What follows belongs to an exercise in optimizing a design on an open flow for small area, a short achievable clock period and few clock cycles per item; a production flow would make more cautious choices. Function was checked by simulation only, so behaviour that the tests miss may differ from the original. Power and IR drop assume default switching activity.

## job 5234
==> flow/design.v (excerpt) <==
module header_parser (
    input  logic         clk,
    input  logic         rst_n,
    input  logic  [0:255]  in_data,
    input  logic  [31:0]   in_keep,
    input  logic           in_valid,
    input  logic           in_last,
    output logic  [0:255]  out_data,
    output logic  [0:31]   out_keep,
    output logic           out_valid,
    output logic           out_last,
    output logic           timestamp_valid,
    output logic  [31:0]   timestamp,
    input  logic           out_ready,
    output logic           in_ready,
    input  logic           cfg_we,
    input  logic  [3:0]    cfg_waddr,
    input  logic  [31:0]   cfg_wdata,
    input  logic  [3:0]    cfg_raddr,
    output logic  [31:0]   cfg_rdata
);
For scale: roughly 1200 cells after synthesis, about 690 I/O pins.
==> module header_parser, before the edit <==
module header_parser (
    input  logic         clk,
    input  logic         rst_n,
    input  logic  [0:255]  in_data,
    input  logic  [31:0]   in_keep,
    input  logic           in_valid,
    input  logic           in_last,
    output logic  [0:255]  out_data,
    output logic  [0:31]   out_keep,
    output logic           out_valid,
    output logic           out_last,
    output logic           timestamp_valid,
    output logic  [31:0]   timestamp,
    input  logic           out_ready,
    output logic           in_ready,
    input  logic           cfg_we,
    input  logic  [3:0]    cfg_waddr,
    input  logic  [31:0]   cfg_wdata,
    input  logic  [3:0]    cfg_raddr,
    output logic  [31:0]   cfg_rdata
);
    localparam [31:0] HEADER_KEEP = 32'h0000_03FF;    
    logic idle, b1, sd, pass, drop;
    logic b0ok;    
    logic ov_q;    
    logic [255:0] d;
    assign d = in_data;
    logic beat0_ok, beat1_ok;
    filter_core my_filter_core (
        .clk,
        .rst_n,
        .data(d),
        .cfg_we,
        .cfg_waddr,
        .cfg_wdata,
        .cfg_raddr,
        .cfg_rdata,
        .beat0_ok,
        .beat1_ok
    );
    logic in_accept;
    assign in_accept = in_valid && in_ready;
    assign in_ready  = idle || drop || out_ready || (b1 && !b0ok) || (sd && !ov_q);
    assign out_valid = in_valid && (pass || (sd && ov_q) || (b1 && b0ok && beat1_ok && !in_last));
    assign out_data  = in_data;
    assign out_keep  = b1 ? (in_keep & ~HEADER_KEEP) : in_keep;
    assign out_last  = in_last;
    logic acc_last, acc_more;
    assign acc_last = in_accept && in_last;
    assign acc_more = in_accept && !in_last;
    always_ff @(posedge clk or negedge rst_n) begin
        if (!rst_n) begin
            idle            <= 1'b1;
            b1              <= 1'b0;
            sd              <= 1'b0;
            pass            <= 1'b0;
            drop            <= 1'b0;
            timestamp_valid <= 1'b0;
        end else begin
            idle            <= (idle && !in_accept) || acc_last;
            b1              <= (idle && acc_more) || (b1 && !in_accept);
            sd              <= (b1 && acc_more) || (sd && !in_accept);
            pass            <= (sd && acc_more && ov_q) || (pass && !acc_last);
            drop            <= (sd && acc_more && !ov_q) || (drop && !acc_last);
            timestamp_valid <= acc_last && (pass || (sd && ov_q));
        end
    end
    always_ff @(posedge clk) begin
        if (idle)
            b0ok <= beat0_ok;
        if (b1)
            ov_q <= out_valid;
    end
    cycle_counter timestamper (
        .clk,
        .load(in_valid && idle),    
        .cycle_count(timestamp)
    );
endmodule
Settings: LEC_CHECK=0, CAP_MARGIN=20, CORE_MARGIN=2, CORE_UTILIZATION=25, PLACE_DENSITY=0.5, SETUP_SLACK_MARGIN=1.7, SLEW_MARGIN=20; clock period 5.0 ns.
standard.sh (not shown) runs the stock make flow with config.mk's settings and CLKGATE_MAP_FILE= SYNTH_SCRIPT=/design/flow/synth_recipe.tcl, a recipe that flattens the netlist after the stock synthesis.
==> flow/flow/run.sh <==
#!/bin/bash
set -euo pipefail
cp standard.sh standard_sh.txt
export BUFFER_PORTS_ARGS="-buffer_cell sky130_fd_sc_hd__buf_1"
ARGS="IO_CONSTRAINTS=$PWD/flow/io.tcl"
bash standard.sh $ARGS synth > synth.log 2>&1
R=$PWD/orfs/results/$FLOW_PLATFORM/header_parser/base
cp $R/1_2_yosys.v standard_synth.v
python3 flow/rmux.py cut standard_synth.v cut.v ov > rmux_cut.log 2>&1
LIB=$FLOW_HOME/platforms/$FLOW_PLATFORM/lib/sky130_fd_sc_hd__tt_025C_1v80.lib \
IN=$PWD/cut.v OUT=$PWD/remapped.v TOP=$FLOW_TOP ABC_SCRIPT=$PWD/flow/remap.abc \
  yosys -c flow/remap.tcl > remap.log 2>&1
python3 flow/rmux.py add remapped.v final_synth.v ov > rmux_add.log 2>&1
cp final_synth.v $R/1_2_yosys.v
rm -f $R/1_synth.odb $R/1_synth.sdc
bash standard.sh $ARGS > standard.log 2>&1
Other scripts of this flow, unchanged in this note and not shown: flow/flow/io.tcl, flow/flow/remap.abc, flow/flow/remap.tcl, flow/flow/rmux.py
Job 5234 ended with every stage complete and zero timing, DRC or antenna violations.
Testbench counts of job 5234, summed over its fixed seeds: cycles 26,111, packets 2,400.
Changes in job 9898 relative to job 5234:
-- flow/design.v --
<<< job 5234, line 121
);
    localparam [31:0] HEADER_KEEP = 32'h0000_03FF;    
    logic idle, b1, sd, pass, drop;
    logic b0ok;    
    logic ov_q;    
>>> job 9898, line 121
);
    localparam [31:0] HEADER_KEEP = 32'h0000_03FF;    
    typedef enum logic [2:0] {
        IDLE,     
        HDR1,     
        SD,       
        STREAM,   
        DROP      
    } parse_state;
    parse_state state, state_next;
    logic free, pass, b1, sd;
    logic b0ok;    
    logic ov_q;    
<<< job 5234, line 141
    logic in_accept;
    assign in_accept = in_valid && in_ready;
    assign in_ready  = idle || drop || out_ready || (b1 && !b0ok) || (sd && !ov_q);
    assign out_valid = in_valid && (pass || (sd && ov_q) || (b1 && b0ok && beat1_ok && !in_last));
    assign out_data  = in_data;
    assign out_keep  = b1 ? (in_keep & ~HEADER_KEEP) : in_keep;
    assign out_last  = in_last;
    logic acc_last, acc_more;
    assign acc_last = in_accept && in_last;
    assign acc_more = in_accept && !in_last;
    always_ff @(posedge clk or negedge rst_n) begin
        if (!rst_n) begin
            idle            <= 1'b1;
            b1              <= 1'b0;
            sd              <= 1'b0;
            pass            <= 1'b0;
            drop            <= 1'b0;
            timestamp_valid <= 1'b0;
        end else begin
            idle            <= (idle && !in_accept) || acc_last;
            b1              <= (idle && acc_more) || (b1 && !in_accept);
            sd              <= (b1 && acc_more) || (sd && !in_accept);
            pass            <= (sd && acc_more && ov_q) || (pass && !acc_last);
            drop            <= (sd && acc_more && !ov_q) || (drop && !acc_last);
            timestamp_valid <= acc_last && (pass || (sd && ov_q));
        end
    end
    always_ff @(posedge clk) begin
        if (idle)
            b0ok <= beat0_ok;
        if (b1)
>>> job 9898, line 149
    logic in_accept;
    assign in_accept = in_valid && in_ready;
    assign in_ready  = free || out_ready || (b1 && !b0ok) || (sd && !ov_q);
    assign out_valid = in_valid && (pass || (sd && ov_q) || (b1 && b0ok && beat1_ok && !in_last));
    assign out_data  = in_data;
    assign out_keep  = b1 ? (in_keep & ~HEADER_KEEP) : in_keep;
    assign out_last  = in_last;
    always_comb begin
        state_next = state;
        case (state)
            IDLE:    if (in_accept) state_next = in_last ? IDLE : HDR1;
            HDR1:    if (in_accept) state_next = in_last ? IDLE : SD;
            SD:      if (in_accept) state_next = in_last ? IDLE : (ov_q ? STREAM : DROP);
            default: if (in_accept && in_last) state_next = IDLE;
        endcase
    end
    always_ff @(posedge clk or negedge rst_n) begin
        if (!rst_n) begin
            state           <= IDLE;
            free            <= 1'b1;
            pass            <= 1'b0;
            b1              <= 1'b0;
            sd              <= 1'b0;
            timestamp_valid <= 1'b0;
        end else begin
            state           <= state_next;
            free            <= (state_next == IDLE) || (state_next == DROP);
            pass            <= (state_next == STREAM);
            b1              <= (state_next == HDR1);
            sd              <= (state_next == SD);
            timestamp_valid <= in_accept && in_last && ((state == STREAM) || (state == SD && ov_q));
        end
    end
    always_ff @(posedge clk) begin
        if (state == IDLE)
            b0ok <= beat0_ok;
        if (b1)
<<< job 5234, line 174
    cycle_counter timestamper (
        .clk,
        .load(in_valid && idle),    
        .cycle_count(timestamp)
    );
>>> job 9898, line 188
    cycle_counter timestamper (
        .clk,
        .load(in_accept && state == IDLE),
        .cycle_count(timestamp)
    );
### Flow results
Clock power share: job 9898 < job 5234
For area of the mapped netlist, job 9898 and job 5234 come out practically identical.
Job 9898 drops fewer vias than job 5234.
Job 9898: total of clock buffers placed in the layout is 2 lower than what job 5234 reported.
Compared with job 5234, in job 9898 global-route usage over all layers now sits lower, worst hold slack now sits higher, count of cell instances traversed by the critical path now sits higher.
Power: job 9898 draws more than job 5234
[compare] base=job 5234 new=job 9898: met2 wire length essentially unchanged, core utilization increased 0.45 points, aggregate routed wire length decreased 310 um, sequential share of layout area essentially unchanged.
Looking at standard cell with the maximum stage delay on the critical path, the and4_2 result is from job 5234; the nand4_1 one comes from job 9898.
Testbench counts of job 9898, summed over its fixed seeds: cycles 26,111, packets 2,400.

========
Setup of job 101:
Another version of the RTL of header_parser (not shown whole).
Size in the first run: ~1200 cells after synthesis, ~690 I/O pins, roughly 9600 sq um of cells after synthesis.
==> module filter_config, before the edit <==
module filter_config (
    input  logic        clk,         
    input  logic        rst_n,       
    input  logic        cfg_we,      
    input  logic [3:0]  cfg_waddr,   
    input  logic [31:0] cfg_wdata,   
    input  logic [3:0]  cfg_raddr,   
    output logic [31:0] cfg_rdata,   
    output logic [47:0] local_mac,       
    output logic [15:0] ethertype,       
    output logic [7:0]  ip_protocol,     
    output logic [31:0] ip_base,         
    output logic [31:0] ip_mask,         
    output logic [15:0] udp_dst_port     
);
    logic [31:0] mac_lo;     
    logic [15:0] mac_hi;     
    always_ff @(posedge clk or negedge rst_n) begin
        if (!rst_n) begin
            mac_lo         <= 32'hDEADBEEF;   
            mac_hi         <= 16'hCAFE;       
            ethertype      <= 16'h0800;       
            ip_protocol    <= 8'h11;          
            ip_base        <= 32'h0A000100;   
            ip_mask        <= 32'hFFFFFFFC;   
            udp_dst_port   <= 16'd25565;      
        end else if (cfg_we) begin
            case (cfg_waddr)
                4'h0: mac_lo         <= cfg_wdata;            
                4'h1: mac_hi         <= cfg_wdata[15:0];      
                4'h2: ethertype      <= cfg_wdata[15:0];      
                4'h3: ip_protocol    <= cfg_wdata[7:0];       
                4'h4: ip_base        <= cfg_wdata;            
                4'h5: ip_mask        <= cfg_wdata;            
                4'h6: udp_dst_port   <= cfg_wdata[15:0];      
                default: ;                                    
            endcase
        end
    end
    logic [31:0] r01, r23, r45, r67, r03, r47;
    assign r01 = cfg_raddr[0] ? {16'h0, mac_hi} : mac_lo;
    assign r23 = cfg_raddr[0] ? {24'h0, ip_protocol} : {16'h0, ethertype};
    assign r45 = cfg_raddr[0] ? ip_mask : ip_base;
    assign r67 = cfg_raddr[0] ? 32'hDEADBEEF : {16'h0, udp_dst_port};
    assign r03 = cfg_raddr[1] ? r23 : r01;
    assign r47 = cfg_raddr[1] ? r67 : r45;
    assign cfg_rdata = cfg_raddr[3] ? 32'hDEADBEEF : (cfg_raddr[2] ? r47 : r03);
    assign local_mac = {mac_hi, mac_lo};
endmodule
==> flow/config.mk <==
export PLATFORM = sky130hd
export DESIGN_NAME = header_parser
export DESIGN_NICKNAME = header_parser
export VERILOG_FILES = /design/flow/design.v
export SDC_FILE = /design/flow/constraint.sdc
export NUM_CORES = 4
export LEC_CHECK = 0
export CAP_MARGIN = 20
export CORE_MARGIN = 2
export CORE_UTILIZATION = 25
export PLACE_DENSITY = 0.5
export SETUP_SLACK_MARGIN = 2.0
export SLEW_MARGIN = 20
==> flow/constraint.sdc <==
create_clock -name core_clock -period 5.0 [get_ports {clk}]
set_input_delay 1.0000 -clock core_clock [delete_from_list [all_inputs] [get_ports {clk}]]
set_output_delay 1.0000 -clock core_clock [all_outputs]
set_load 0.01 [all_outputs]
==> flow/flow/run.sh <==
#!/bin/bash
set -euo pipefail
cp standard.sh standard_sh.txt
export BUFFER_PORTS_ARGS="-buffer_cell sky130_fd_sc_hd__buf_1"
ARGS="IO_CONSTRAINTS=$PWD/flow/io.tcl"
bash standard.sh $ARGS synth > synth.log 2>&1
R=$PWD/orfs/results/$FLOW_PLATFORM/header_parser/base
cp $R/1_2_yosys.v standard_synth.v
LIB=$FLOW_HOME/platforms/$FLOW_PLATFORM/lib/sky130_fd_sc_hd__tt_025C_1v80.lib \
IN=$PWD/standard_synth.v OUT=$PWD/remapped.v TOP=$FLOW_TOP ABC_SCRIPT=$PWD/flow/remap.abc \
  yosys -c flow/remap.tcl > remap.log 2>&1
cp remapped.v $R/1_2_yosys.v
rm -f $R/1_synth.odb $R/1_synth.sdc
bash standard.sh $ARGS > standard.log 2>&1
Other scripts of this flow, unchanged in this note and not shown: flow/flow/io.tcl, flow/flow/remap.abc, flow/flow/remap.tcl
Testbench counts of job 101, summed over its fixed seeds: cycles 28,240, packets 2,400.
### job 101 -> job 102
--- a/flow/design.v
+++ b/flow/design.v
@@ -45,18 +45,22 @@
                 4'h6: udp_dst_port   <= cfg_wdata[15:0];      
                 default: ;                                    
             endcase
         end
     end
-    logic [31:0] r01, r23, r45, r67, r03, r47;
-    assign r01 = cfg_raddr[0] ? {16'h0, mac_hi} : mac_lo;
-    assign r23 = cfg_raddr[0] ? {24'h0, ip_protocol} : {16'h0, ethertype};
-    assign r45 = cfg_raddr[0] ? ip_mask : ip_base;
-    assign r67 = cfg_raddr[0] ? 32'hDEADBEEF : {16'h0, udp_dst_port};
-    assign r03 = cfg_raddr[1] ? r23 : r01;
-    assign r47 = cfg_raddr[1] ? r67 : r45;
-    assign cfg_rdata = cfg_raddr[3] ? 32'hDEADBEEF : (cfg_raddr[2] ? r47 : r03);
+    always_comb begin
+        case (cfg_raddr)
+            4'h0: cfg_rdata = mac_lo;                         
+            4'h1: cfg_rdata = {16'h0, mac_hi};               
+            4'h2: cfg_rdata = {16'h0, ethertype};            
+            4'h3: cfg_rdata = {24'h0, ip_protocol};          
+            4'h4: cfg_rdata = ip_base;                       
+            4'h5: cfg_rdata = ip_mask;                       
+            4'h6: cfg_rdata = {16'h0, udp_dst_port};         
+            default: cfg_rdata = 32'hDEADBEEF;               
+        endcase
+    end
     assign local_mac = {mac_hi, mac_lo};
 endmodule
 module filter_core(
     input  logic         clk,
     input  logic         rst_n,
Notes after the runs:
[compare] base=job 101 new=job 102: core outline area now sits lower, portion of the layout cell area used by non-clock buffers now sits higher, initial antenna violation count now sits higher. On highest achievable clock rate, job 101 beats job 102. Area growth from synthesis to layout: job 102 > job 101. Diff job 101 -> job 102: cell area +76 sq um; power share of the combinational group moved up; pre-CTS worst setup slack went down. Where post-layout total power is concerned, job 101 is better than job 102. Diff job 101 -> job 102: die span in x lost 0.87%; clock skew neither gained nor lost much; fraction of layout instances using a drive strength above 1 picked up an extra 1.3 points; post-layout net count lost 1.8%.
Testbench counts of job 102, summed over its fixed seeds: cycles 28,240, packets 2,400.

==> port drivers added, routing unchanged <==
The flow's constraints put no driver on any port. The routed layouts listed below were extracted and timed again, unchanged, in two steps. Step 1 assumes that a clkbuf_16 drives the clock port and a buf_2 every other input. Step 2 moves the port delays by t, midway between the first and last clock arrival at a register: inputs arrive t later, outputs are due t later. That takes back most of the time a late clock gives input paths. Slacks: no drivers / after step 1 / after step 2; pairs: no drivers / after step 1.
run | shift t [ns] | slack for setup (ns) | worst slew at a driven data input, ns
job 5234 | 0.486 | 1.654 / 1.632 / 1.632 | 0.25
job 9898 | 0.476 | 1.702 / 1.678 / 1.678 | 0.22
job 101 | 0.486 | 1.691 / 1.639 / 1.639 | 0.25
job 102 | 0.499 | 1.591 / 1.526 / 1.526 | 0.25
After both steps every run listed still meets setup and hold. For job 102, which loses most, drivers alone change the setup slack by -0.065 ns; drivers and shift together by -0.065 ns.
